This design comes from an exercise in tuning for small area and few clock cycles per item on the open sky130 flow, not from production work.
The RTL was checked by simulation tests, not by an equivalence proof against the original design.

$ cat flow/run.sh
#!/bin/bash
# synth_recipe.tcl (not shown) runs the flow's synth.tcl, then flattens the netlist and writes it again
# the make line also repeats each setting of config.mk as NAME=value (left out here)
make -C /OpenROAD-flow-scripts/flow DESIGN_CONFIG=/design/flow/config.mk WORK_HOME=/design/flow/orfs CLKGATE_MAP_FILE= SYNTH_SCRIPT=/design/flow/synth_recipe.tcl finish
$ cat flow/design.v
    module MAZE(
    input clk,
    input rst_n,
	input in_valid,
	input [1:0] in,
    output reg out_valid,
    output reg [1:0] out
);
reg [1:0] graph[0:18][0:18];
parameter [1:0] ROAD = 2'b00, WALL = 2'b01, SWORD = 2'b10, MONSTER = 2'b11;
parameter [1:0] MOVE_RIGHT = 2'b00, MOVE_DOWN = 2'b01, MOVE_LEFT = 2'b10, MOVE_UP = 2'b11;
reg P_cur;
reg P_next;
parameter S_IDLE = 1'd0, S_DELETE_ROAD = 1'd1;
wire data_in_available;
reg delete_flag_counter;
wire reach_endpoint;
wire move_with_sword;
reg sword_available;
reg [4:0] counter_i_move,counter_j_move;
integer i,j;
assign data_in_available = (P_cur == S_IDLE) & in_valid;
assign reach_endpoint = (counter_i_move == 5'd17) & (counter_j_move == 5'd17);
assign move_with_sword = (sword_available);
always @(posedge clk or negedge rst_n) begin
    if(!rst_n) P_cur <= S_IDLE;
    else P_cur <= P_next;
end
always @(*) begin 
    if(!rst_n) P_next = S_IDLE;
    else begin
        case (P_cur)
        S_IDLE:
            if((counter_i_move == 5'd17) & (counter_j_move == 5'd17)) P_next = S_DELETE_ROAD;
            else if(in_valid) P_next = S_IDLE;
            else P_next = S_IDLE;
        S_DELETE_ROAD:
            if((counter_i_move == 5'd17) & (counter_j_move == 5'd17)) P_next = S_IDLE;
            else P_next = S_DELETE_ROAD;
        default: P_next = S_IDLE;
        endcase
    end
end
always @(posedge clk) begin
    if(data_in_available) begin
        graph[counter_i_move][counter_j_move] <= in;
        for(i = 0;i < 19;i = i + 1) begin
            graph[i][0] <= 2'b01;
            graph[i][18] <= 2'b01;
        end
        for(j = 1;j < 18;j = j + 1) begin
            graph[0][j] <= 2'b01;
            graph[18][j] <= 2'b01;
        end
    end
    else begin
        for(j = 2;j < 18;j = j + 1) begin
            if(!graph[1][j]) begin
                casez({graph[1][j-1], graph[1][j+1], graph[2][j]})
                    6'b0101??,6'b01??01,6'b??0101: begin
                        graph[1][j] <= 2'd1;
                    end
                    default: begin
                        graph[1][j] <= graph[1][j];
                    end
                endcase
            end
        end
        for(i = 2;i < 17;i = i + 1) begin
            if(!graph[i][1]) begin
                casez({graph[i-1][1], graph[i][2], graph[i+1][1]})
                    6'b0101??,6'b01??01,6'b??0101: begin
                        graph[i][1] <= 2'd1;
                    end
                    default: begin
                        graph[i][1] <= graph[i][1];
                    end
                endcase
            end
        end 
        for(i = 2;i < 17;i = i + 1) begin
            for(j = 2;j < 17;j = j + 1) begin
                if(!graph[i][j]) begin
                    casez({graph[i][j-1], graph[i-1][j], graph[i][j+1], graph[i+1][j]})
                        8'b010101??,8'b0101??01,8'b01??0101,8'b??010101: begin
                            graph[i][j] <= 2'd1;
                        end
                        default: begin
                            graph[i][j] <= graph[i][j];
                        end
                    endcase
                end
            end
        end
        for(i = 2;i < 17;i = i + 1) begin
            if(!graph[i][17]) begin
                casez({graph[i-1][17], graph[i][16], graph[i+1][17]})
                    6'b0101??,6'b01??01,6'b??0101: begin
                        graph[i][17] <= 2'd1;
                    end
                    default: begin
                        graph[i][17] <= graph[i][17];
                    end
                endcase
            end
        end 
        for(j = 1;j < 17;j = j + 1) begin
            if(!graph[17][j]) begin
                casez({graph[17][j-1], graph[16][j], graph[17][j+1]})
                    6'b0101??,6'b01??01,6'b??0101: begin
                        graph[17][j] <= 2'd1;
                    end
                    default: begin
                        graph[17][j] <= graph[17][j];
                    end
                endcase
            end
        end 
    end
end
always @(posedge clk or negedge rst_n) begin
    if(!rst_n) begin
        counter_i_move <= 5'd1;
        counter_j_move <= 5'd1;
        sword_available <= 1'b0;
        out <= 2'd0;
        out_valid <= 1'b0;
    end
    else if(data_in_available) begin
        if((counter_j_move == 5'd17) & (counter_i_move == 5'd17)) begin
            counter_i_move <= 5'd1;
            counter_j_move <= 5'd1;
            if(graph[1][1] == SWORD) begin
                sword_available <= 1'b1;
            end
            else begin
                sword_available <= 1'b0;
            end
        end
        else if(counter_j_move == 5'd17) begin
            counter_i_move <= counter_i_move + 1;
            counter_j_move <= 5'd1;
        end 
        else begin
            counter_i_move <= counter_i_move;
            counter_j_move <= counter_j_move + 1;
        end
    end
    else if((P_cur == S_DELETE_ROAD) & (!reach_endpoint)) begin
        if(move_with_sword) begin
            if(out == MOVE_RIGHT) begin
                if((graph[counter_i_move - 1][counter_j_move] != WALL)) begin  
                    counter_i_move <= counter_i_move - 1;
                    counter_j_move <= counter_j_move;
                    sword_available <= sword_available;
                    out <= MOVE_UP; 
                    out_valid <= 1'b1;
                end
                else if((graph[counter_i_move][counter_j_move + 1] != WALL)) begin  
                    counter_i_move <= counter_i_move;
                    counter_j_move <= counter_j_move + 1;
                    sword_available <= sword_available;
                    out <= MOVE_RIGHT; 
                    out_valid <= 1'b1;
                end
                else if((graph[counter_i_move + 1][counter_j_move] != WALL)) begin  
                    counter_i_move <= counter_i_move + 1;
                    counter_j_move <= counter_j_move;
                    sword_available <= sword_available;
                    out <= MOVE_DOWN; 
                    out_valid <= 1'b1;
                end
                else begin  
                    counter_i_move <= counter_i_move;
                    counter_j_move <= counter_j_move - 1;
                    sword_available <= sword_available;
                    out <= MOVE_LEFT; 
                    out_valid <= 1'b1;
                end
            end
            else if(out == MOVE_DOWN) begin
                if((graph[counter_i_move][counter_j_move + 1] != WALL)) begin  
                    counter_i_move <= counter_i_move;
                    counter_j_move <= counter_j_move + 1;
                    sword_available <= sword_available;
                    out <= MOVE_RIGHT; 
                    out_valid <= 1'b1;
                end
                else if((graph[counter_i_move + 1][counter_j_move] != WALL)) begin  
                    counter_i_move <= counter_i_move + 1;
                    counter_j_move <= counter_j_move;
                    sword_available <= sword_available;
                    out <= MOVE_DOWN; 
                    out_valid <= 1'b1;
                end
                else if((graph[counter_i_move][counter_j_move - 1] != WALL)) begin  
                    counter_i_move <= counter_i_move;
                    counter_j_move <= counter_j_move - 1;
                    sword_available <= sword_available;
                    out <= MOVE_LEFT; 
                    out_valid <= 1'b1;
                end
                else begin  
                    counter_i_move <= counter_i_move - 1;
                    counter_j_move <= counter_j_move;
                    sword_available <= sword_available;
                    out <= MOVE_UP; 
                    out_valid <= 1'b1;
                end
            end
            else if(out == MOVE_LEFT) begin
                if((graph[counter_i_move + 1][counter_j_move] != WALL)) begin  
                    counter_i_move <= counter_i_move + 1;
                    counter_j_move <= counter_j_move;
                    sword_available <= sword_available;
                    out <= MOVE_DOWN; 
                    out_valid <= 1'b1;
                end
                else if((graph[counter_i_move][counter_j_move - 1] != WALL)) begin  
                    counter_i_move <= counter_i_move;
                    counter_j_move <= counter_j_move - 1;
                    sword_available <= sword_available;
                    out <= MOVE_LEFT; 
                    out_valid <= 1'b1;
                end
                else if((graph[counter_i_move - 1][counter_j_move] != WALL)) begin  
                    counter_i_move <= counter_i_move - 1;
                    counter_j_move <= counter_j_move;
                    sword_available <= sword_available;
                    out <= MOVE_UP; 
                    out_valid <= 1'b1;
                end
                else begin  
                    counter_i_move <= counter_i_move;
                    counter_j_move <= counter_j_move + 1;
                    sword_available <= sword_available;
                    out <= MOVE_RIGHT; 
                    out_valid <= 1'b1;
                end
            end
            else begin  
                if((graph[counter_i_move][counter_j_move - 1] != WALL)) begin  
                    counter_i_move <= counter_i_move;
                    counter_j_move <= counter_j_move - 1;
                    sword_available <= sword_available;
                    out <= MOVE_LEFT; 
                    out_valid <= 1'b1;
                end
                else if((graph[counter_i_move - 1][counter_j_move] != WALL)) begin  
                    counter_i_move <= counter_i_move - 1;
                    counter_j_move <= counter_j_move;
                    sword_available <= sword_available;
                    out <= MOVE_UP; 
                    out_valid <= 1'b1;
                end
                else if((graph[counter_i_move][counter_j_move + 1] != WALL)) begin  
                    counter_i_move <= counter_i_move;
                    counter_j_move <= counter_j_move + 1;
                    sword_available <= sword_available;
                    out <= MOVE_RIGHT; 
                    out_valid <= 1'b1;
                end
                else begin  
                    counter_i_move <= counter_i_move + 1;
                    counter_j_move <= counter_j_move;
                    sword_available <= sword_available;
                    out <= MOVE_DOWN; 
                    out_valid <= 1'b1;
                end
            end
        end
        else begin
            if(out == MOVE_RIGHT) begin
                if((graph[counter_i_move - 1][counter_j_move] == ROAD) | (graph[counter_i_move - 1][counter_j_move] == SWORD)) begin  
                    counter_i_move <= counter_i_move - 1;
                    counter_j_move <= counter_j_move;
                    sword_available <= (graph[counter_i_move - 1][counter_j_move] == SWORD)?1'b1:sword_available;
                    out <= MOVE_UP; 
                    out_valid <= 1'b1;
                end
                else if((graph[counter_i_move][counter_j_move + 1] == ROAD) | (graph[counter_i_move][counter_j_move + 1] == SWORD)) begin  
                    counter_i_move <= counter_i_move;
                    counter_j_move <= counter_j_move + 1;
                    sword_available <= (graph[counter_i_move][counter_j_move + 1] == SWORD)?1'b1:sword_available;
                    out <= MOVE_RIGHT; 
                    out_valid <= 1'b1;
                end
                else if((graph[counter_i_move + 1][counter_j_move] == ROAD) | (graph[counter_i_move + 1][counter_j_move] == SWORD)) begin  
                    counter_i_move <= counter_i_move + 1;
                    counter_j_move <= counter_j_move;
                    sword_available <= (graph[counter_i_move + 1][counter_j_move] == SWORD)?1'b1:sword_available;
                    out <= MOVE_DOWN; 
                    out_valid <= 1'b1;
                end
                else begin  
                    counter_i_move <= counter_i_move;
                    counter_j_move <= counter_j_move - 1;
                    sword_available <= sword_available;
                    out <= MOVE_LEFT; 
                    out_valid <= 1'b1;
                end
            end
            else if(out == MOVE_DOWN) begin
                if((graph[counter_i_move][counter_j_move + 1] == ROAD) | (graph[counter_i_move][counter_j_move + 1] == SWORD)) begin  
                    counter_i_move <= counter_i_move;
                    counter_j_move <= counter_j_move + 1;
                    sword_available <= (graph[counter_i_move][counter_j_move + 1] == SWORD)?1'b1:sword_available;
                    out <= MOVE_RIGHT; 
                    out_valid <= 1'b1;
                end
                else if((graph[counter_i_move + 1][counter_j_move] == ROAD) | (graph[counter_i_move + 1][counter_j_move] == SWORD)) begin  
                    counter_i_move <= counter_i_move + 1;
                    counter_j_move <= counter_j_move;
                    sword_available <= (graph[counter_i_move + 1][counter_j_move] == SWORD)?1'b1:sword_available;
                    out <= MOVE_DOWN; 
                    out_valid <= 1'b1;
                end
                else if((graph[counter_i_move][counter_j_move - 1] == ROAD) | (graph[counter_i_move][counter_j_move - 1] == SWORD)) begin  
                    counter_i_move <= counter_i_move;
                    counter_j_move <= counter_j_move - 1;
                    sword_available <= (graph[counter_i_move][counter_j_move - 1] == SWORD)?1'b1:sword_available;
                    out <= MOVE_LEFT; 
                    out_valid <= 1'b1;
                end
                else begin  
                    counter_i_move <= counter_i_move - 1;
                    counter_j_move <= counter_j_move;
                    sword_available <= sword_available;
                    out <= MOVE_UP; 
                    out_valid <= 1'b1;
                end
            end
            else if(out == MOVE_LEFT) begin
                if((graph[counter_i_move + 1][counter_j_move] == ROAD) | (graph[counter_i_move + 1][counter_j_move] == SWORD)) begin  
                    counter_i_move <= counter_i_move + 1;
                    counter_j_move <= counter_j_move;
                    sword_available <= (graph[counter_i_move + 1][counter_j_move] == SWORD)?1'b1:sword_available;
                    out <= MOVE_DOWN; 
                    out_valid <= 1'b1;
                end
                else if((graph[counter_i_move][counter_j_move - 1] == ROAD) | (graph[counter_i_move][counter_j_move - 1] == SWORD)) begin  
                    counter_i_move <= counter_i_move;
                    counter_j_move <= counter_j_move - 1;
                    sword_available <= (graph[counter_i_move][counter_j_move - 1] == SWORD)?1'b1:sword_available;
                    out <= MOVE_LEFT; 
                    out_valid <= 1'b1;
                end
                else if((graph[counter_i_move - 1][counter_j_move] == ROAD) | (graph[counter_i_move - 1][counter_j_move] == SWORD)) begin  
                    counter_i_move <= counter_i_move - 1;
                    counter_j_move <= counter_j_move;
                    sword_available <= (graph[counter_i_move - 1][counter_j_move] == SWORD)?1'b1:sword_available;
                    out <= MOVE_UP; 
                    out_valid <= 1'b1;
                end
                else begin  
                    counter_i_move <= counter_i_move;
                    counter_j_move <= counter_j_move + 1;
                    sword_available <= sword_available;
                    out <= MOVE_RIGHT; 
                    out_valid <= 1'b1;
                end
            end
            else begin  
                if((graph[counter_i_move][counter_j_move - 1] == ROAD) | (graph[counter_i_move][counter_j_move - 1] == SWORD)) begin  
                    counter_i_move <= counter_i_move;
                    counter_j_move <= counter_j_move - 1;
                    sword_available <= (graph[counter_i_move][counter_j_move - 1] == SWORD)?1'b1:sword_available;
                    out <= MOVE_LEFT; 
                    out_valid <= 1'b1;
                end
                else if((graph[counter_i_move - 1][counter_j_move] == ROAD) | (graph[counter_i_move - 1][counter_j_move] == SWORD)) begin  
                    counter_i_move <= counter_i_move - 1;
                    counter_j_move <= counter_j_move;
                    sword_available <= (graph[counter_i_move - 1][counter_j_move] == SWORD)?1'b1:sword_available;
                    out <= MOVE_UP; 
                    out_valid <= 1'b1;
                end
                else if((graph[counter_i_move][counter_j_move + 1] == ROAD) | (graph[counter_i_move][counter_j_move + 1] == SWORD)) begin  
                    counter_i_move <= counter_i_move;
                    counter_j_move <= counter_j_move + 1;
                    sword_available <= (graph[counter_i_move][counter_j_move + 1] == SWORD)?1'b1:sword_available;
                    out <= MOVE_RIGHT; 
                    out_valid <= 1'b1;
                end
                else begin  
                    counter_i_move <= counter_i_move + 1;
                    counter_j_move <= counter_j_move;
                    sword_available <= sword_available;
                    out <= MOVE_DOWN; 
                    out_valid <= 1'b1;
                end
            end
        end
    end
    else begin
        counter_i_move <= 5'd1;
        counter_j_move <= 5'd1;
        sword_available <= 1'b0;
        out <= 2'd0;
        out_valid <= 1'b0;
    end
end
endmodule
$ cat flow/config.mk
export PLATFORM = sky130hd
export DESIGN_NAME = MAZE
export DESIGN_NICKNAME = MAZE
export VERILOG_FILES = /design/flow/design.v
export SDC_FILE = /design/flow/constraint.sdc
export NUM_CORES = 4
export LEC_CHECK = 0
export CAP_MARGIN = 20
export CORE_MARGIN = 2
export CORE_UTILIZATION = 40
export SLEW_MARGIN = 20
$ cat flow/constraint.sdc
create_clock -name core_clock -period 15.0 [get_ports {clk}]
set_input_delay 3.0000 -clock core_clock [delete_from_list [all_inputs] [get_ports {clk}]]
set_output_delay 3.0000 -clock core_clock [all_outputs]
set_load 0.01 [all_outputs]
==> run notes <==
==> logic make-up (layout without fill, tap and decap cells) <==
| group | count (synthesis) | after routing | synth area share |
|---|---|---|---|
| mux | 1264 | 1264 | 0.282 |
| buf+inv | 679 | 492 | 0.0433 |
| compound gates | 1283 | 1283 | 0.102 |
| flops | 1039 | 1039 | 0.355 |
| xor+xnor | 62 | 62 | 0.00677 |
| fa+ha+maj | 273 | 273 | 0.0369 |
| other cells | 0 | 16 | 0 |
| simple gates | 2707 | 2707 | 0.174 |
==> state kept, by name, summed over array words and instances (netlist names) <==
signal,count
sword_available,1
counter_j_move,5
out_valid,1
graph,1024
counter_i_move,5
P_cur,1
out,2
==> cell type report <==
cell class / count / area, µm² / area share
diodes: 16 / 40.0 / 0.000446
clock buffers: 174 / 3590 / 0.0400
clock inverters: 68 / 618 / 0.00689
inverters: 99 / 374 / 0.00417
multi-input cells: 5589 / 50600 / 0.564
flip-flops and latches: 1039 / 29700 / 0.331
well taps: 2788 / 3490 / 0.0389
repair buffers: 151 / 1330 / 0.0148
==> cell usage in the layout (no fill, tap or decap), types with 31 or more instances in the layout <==
master,n
sky130_fd_sc_hd__a211oi_1,52
sky130_fd_sc_hd__a21oi_1,252
sky130_fd_sc_hd__a22oi_1,131
sky130_fd_sc_hd__a31oi_1,56
sky130_fd_sc_hd__and2_1,428
sky130_fd_sc_hd__and3_1,84
sky130_fd_sc_hd__buf_4,130
sky130_fd_sc_hd__clkbuf_1,32
sky130_fd_sc_hd__clkbuf_16,135
sky130_fd_sc_hd__dfxtp_1,144
sky130_fd_sc_hd__edfxtp_1,880
sky130_fd_sc_hd__ha_1,77
sky130_fd_sc_hd__inv_1,95
sky130_fd_sc_hd__maj3_1,177
sky130_fd_sc_hd__mux2_2,89
sky130_fd_sc_hd__mux2i_1,303
sky130_fd_sc_hd__mux4_2,839
sky130_fd_sc_hd__nand2_1,505
sky130_fd_sc_hd__nand2b_1,484
sky130_fd_sc_hd__nand3_1,94
sky130_fd_sc_hd__nand4_1,31
sky130_fd_sc_hd__nor2_1,384
sky130_fd_sc_hd__nor2b_1,259
sky130_fd_sc_hd__nor3_1,63
sky130_fd_sc_hd__o211ai_1,46
sky130_fd_sc_hd__o21ai_0,167
sky130_fd_sc_hd__o22ai_1,306
sky130_fd_sc_hd__or3_1,293
==> through the flow <==
stage | hold WS, ns | std cells
after floorplan | 0.410 | 7307
after global placement | 0.427 | 9663
after detailed placement | 0.428 | 9664
after CTS | 0.448 | 9906
after global routing | 0.468 | 9908
final | 0.447 | 9924
==> critical path: stages (launching register included) <==
cell	delay [ns]
sky130_fd_sc_hd__dfstp_2	0.69
sky130_fd_sc_hd__inv_1	0.21
sky130_fd_sc_hd__ha_1	0.31
sky130_fd_sc_hd__xnor2_1	0.44
sky130_fd_sc_hd__inv_1	0.13
sky130_fd_sc_hd__ha_1	0.33
sky130_fd_sc_hd__ha_1	0.32
sky130_fd_sc_hd__fa_1	0.48
sky130_fd_sc_hd__ha_1	0.45
sky130_fd_sc_hd__or2_2	0.32
sky130_fd_sc_hd__a21oi_1	0.61
sky130_fd_sc_hd__or2_2	0.80
sky130_fd_sc_hd__buf_4	0.62
sky130_fd_sc_hd__mux4_2	0.57
sky130_fd_sc_hd__mux2i_1	0.36
sky130_fd_sc_hd__a221oi_1	0.21
sky130_fd_sc_hd__o2111ai_1	0.48
sky130_fd_sc_hd__o21ai_1	0.38
sky130_fd_sc_hd__nand2b_1	0.39
sky130_fd_sc_hd__nand2_1	0.13
sky130_fd_sc_hd__nor4_1	0.05
sky130_fd_sc_hd__a2111o_1	0.42
sky130_fd_sc_hd__a211o_4	0.33
sky130_fd_sc_hd__mux2_4	0.30
==> worst paths after layout <==
| path | startpoint | endpoint | depth (start not counted) |
|---|---|---|---|
| min | graph[16][0] | graph[16][0] | 1 |
| max reg2reg | counter_i_move[0] | counter_j_move[1] | 23 |
| max in group asynchronous | rst_n | counter_i_move[4] | 1 |
| max | counter_i_move[0] | counter_j_move[1] | 23 |
| min in group asynchronous | rst_n | sword_available | 1 |
| min reg2reg | graph[16][0] | graph[16][0] | 1 |
==> metal layers <==
layer / part of all wire / GRT usage / up-vias / wire length [µm]
met3: 0.15 / 0.110 / 1299 / 53100
li1: - / - / 28100 / -
met2: 0.42 / 0.477 / 6053 / 151000
met5: 0.00056 / 0.00115 / - / 204
met4: 0.072 / 0.203 / 24 / 26200
met1: 0.36 / 0.439 / 35900 / 131000
==> qor.yml <==
run_status: "timing/DRC/antenna clean"
clock_latency_ns: 0.85
root_buffer: "sky130_fd_sc_hd__clkbuf_16"
clock_sinks: 1039
grt_usage: 0.334
post_route_cells_drive_above_1_share: 0.194
fin_worst_skew_ns: 0.0463
cts_buffers: 131
clockBufferDepth: 3
top_flip_flop_cell_by_instance_count_after_synthesis: "sky130_fd_sc_hd__edfxtp_1"
place_congestion: 1.01
timing.critical_path.arrival_ns: 10.22
setup.reg_to_reg.worst_slack_ns: 5.52
final_number_of_hold_violating_endpoints: 0
ioPinCount: 8
grt_antenna_before_repair: 17
drt_pass_1_iters: 9
fin_tns_setup_ns: 0
slew_headroom: 0.145
criticalPathCategory: "flip-flop to flip-flop"
minimum_clock_period_ns: 9.48
placement.cell_area_mm2: 0.0855
core.rowCount: 167
hold_class: "flip-flop to flip-flop"
synth-edff-count: 880
layout_worst_path_cycle_share: 0.632
initial_utilization: 0.403
die_height_um: 461
synth_fp_nets: 7408
syn_avg_cell_area_um2: 11.4
first_global_vias: 66400
routed-via-count: 71400
placeableCoreArea_mm2: 0.207
drc_violations_left: 0
cts.clk_slew.worst_paths_ns: 0.06
synth_largest_type_area_fraction: 0.316
stdcell_area_mm2: 0.0898
yosys_warning_count: 1
crit_path_start_kind: "flip-flop"
max_freq_mhz: 105
final_core_util: 0.433
report.final.slew_viol_count: 0
worst_setup_path_end_kind: "flip-flop"
synth.lib_cells_used.distinct: 110
cts_tree: "yes"
placement.setup.worst_slack_ns: 5.92
die_width_um: 461
areaGrowthSynthToFinish_pct: 7.49
tightest_slew_ns: 1.27
postRouteAntennaNets: 0
rsz0062_at_grt: "false"
drt-wirelength-per-cell_um: 36.5
timing.final.ws_setup_ns: 5.52
ys_seq_elements: 1039
post_layout_nets: 7112
synth_top_cells_by_count: "sky130_fd_sc_hd__edfxtp_1 (880), sky130_fd_sc_hd__mux4_2 (839), sky130_fd_sc_hd__nand2_1 (522)"
synth_area_leaders: "sky130_fd_sc_hd__edfxtp_1 (32%), sky130_fd_sc_hd__mux4_2 (23%), sky130_fd_sc_hd__nand2b_1 (3.6%), sky130_fd_sc_hd__mux2i_1 (3.6%), sky130_fd_sc_hd__dfxtp_1 (3.5%)"
cell_with_the_most_instances_after_synthesis: "sky130_fd_sc_hd__edfxtp_1"
dpl.hpwl_mm: 247
drt-vias-per-instance: 7.20
yosys.area.top_type: "sky130_fd_sc_hd__edfxtp_1"
postSynthCellCount: 7307
placement.io_buffers: 7
share_of_async_settable_or_async_resettable_flops_after_synthesis: 0.0144
finalWirelength_mm: 362
synth_sequential_area_ratio: 0.355
number_of_drc_markers_in_iteration_0: 12300
cts-resized-gates: 0
post_synth_design_cell_area_mm2: 0.0835
hold_buffers: 0
h_tree_depth: 4
global_route_wire_length_before_repair_mm: 507
design.die.area_mm2: 0.212
final-setup-viol-count: 0
maxCapViolCount: 0
fillCellCount: 19300
timing.critical_path.required_ns: 15.74
grt_overflow: 0
grt_max_degree: 170
cp_max_fo: 16
cts_post_setup_buffers_inserted: 0
Testbench counts, summed over its fixed seeds: cycles 32,700, items 96.

==> separate check: timing with driven ports <==
How much do the figures lean on ideal ports? The routed layout below was timed once more, with nothing changed but the port constraints.
Step 1: set_driving_cell puts a clkbuf_16 on clk and a buf_2 on each other input, an assumption about the parent block.
Step 2 times the ports against the registers' clock, not the clock port: input delays grow and output delays shrink by t, the midpoint of the rising clock arrivals with the driver on.
Three values: ideal, step 1, step 2; two values: the first two.
t (ns): 0.929
setup WS [ns]: 5.516 / 5.516 / 5.516
slew at the worst register clock pin (ns): 0.07 / 0.07
worst slew at a driven data input, ns: 0.05
After both steps this run still meets setup and hold. The setup slack of this run moves by 0.000 ns with the drivers and by 0.000 ns with both steps.
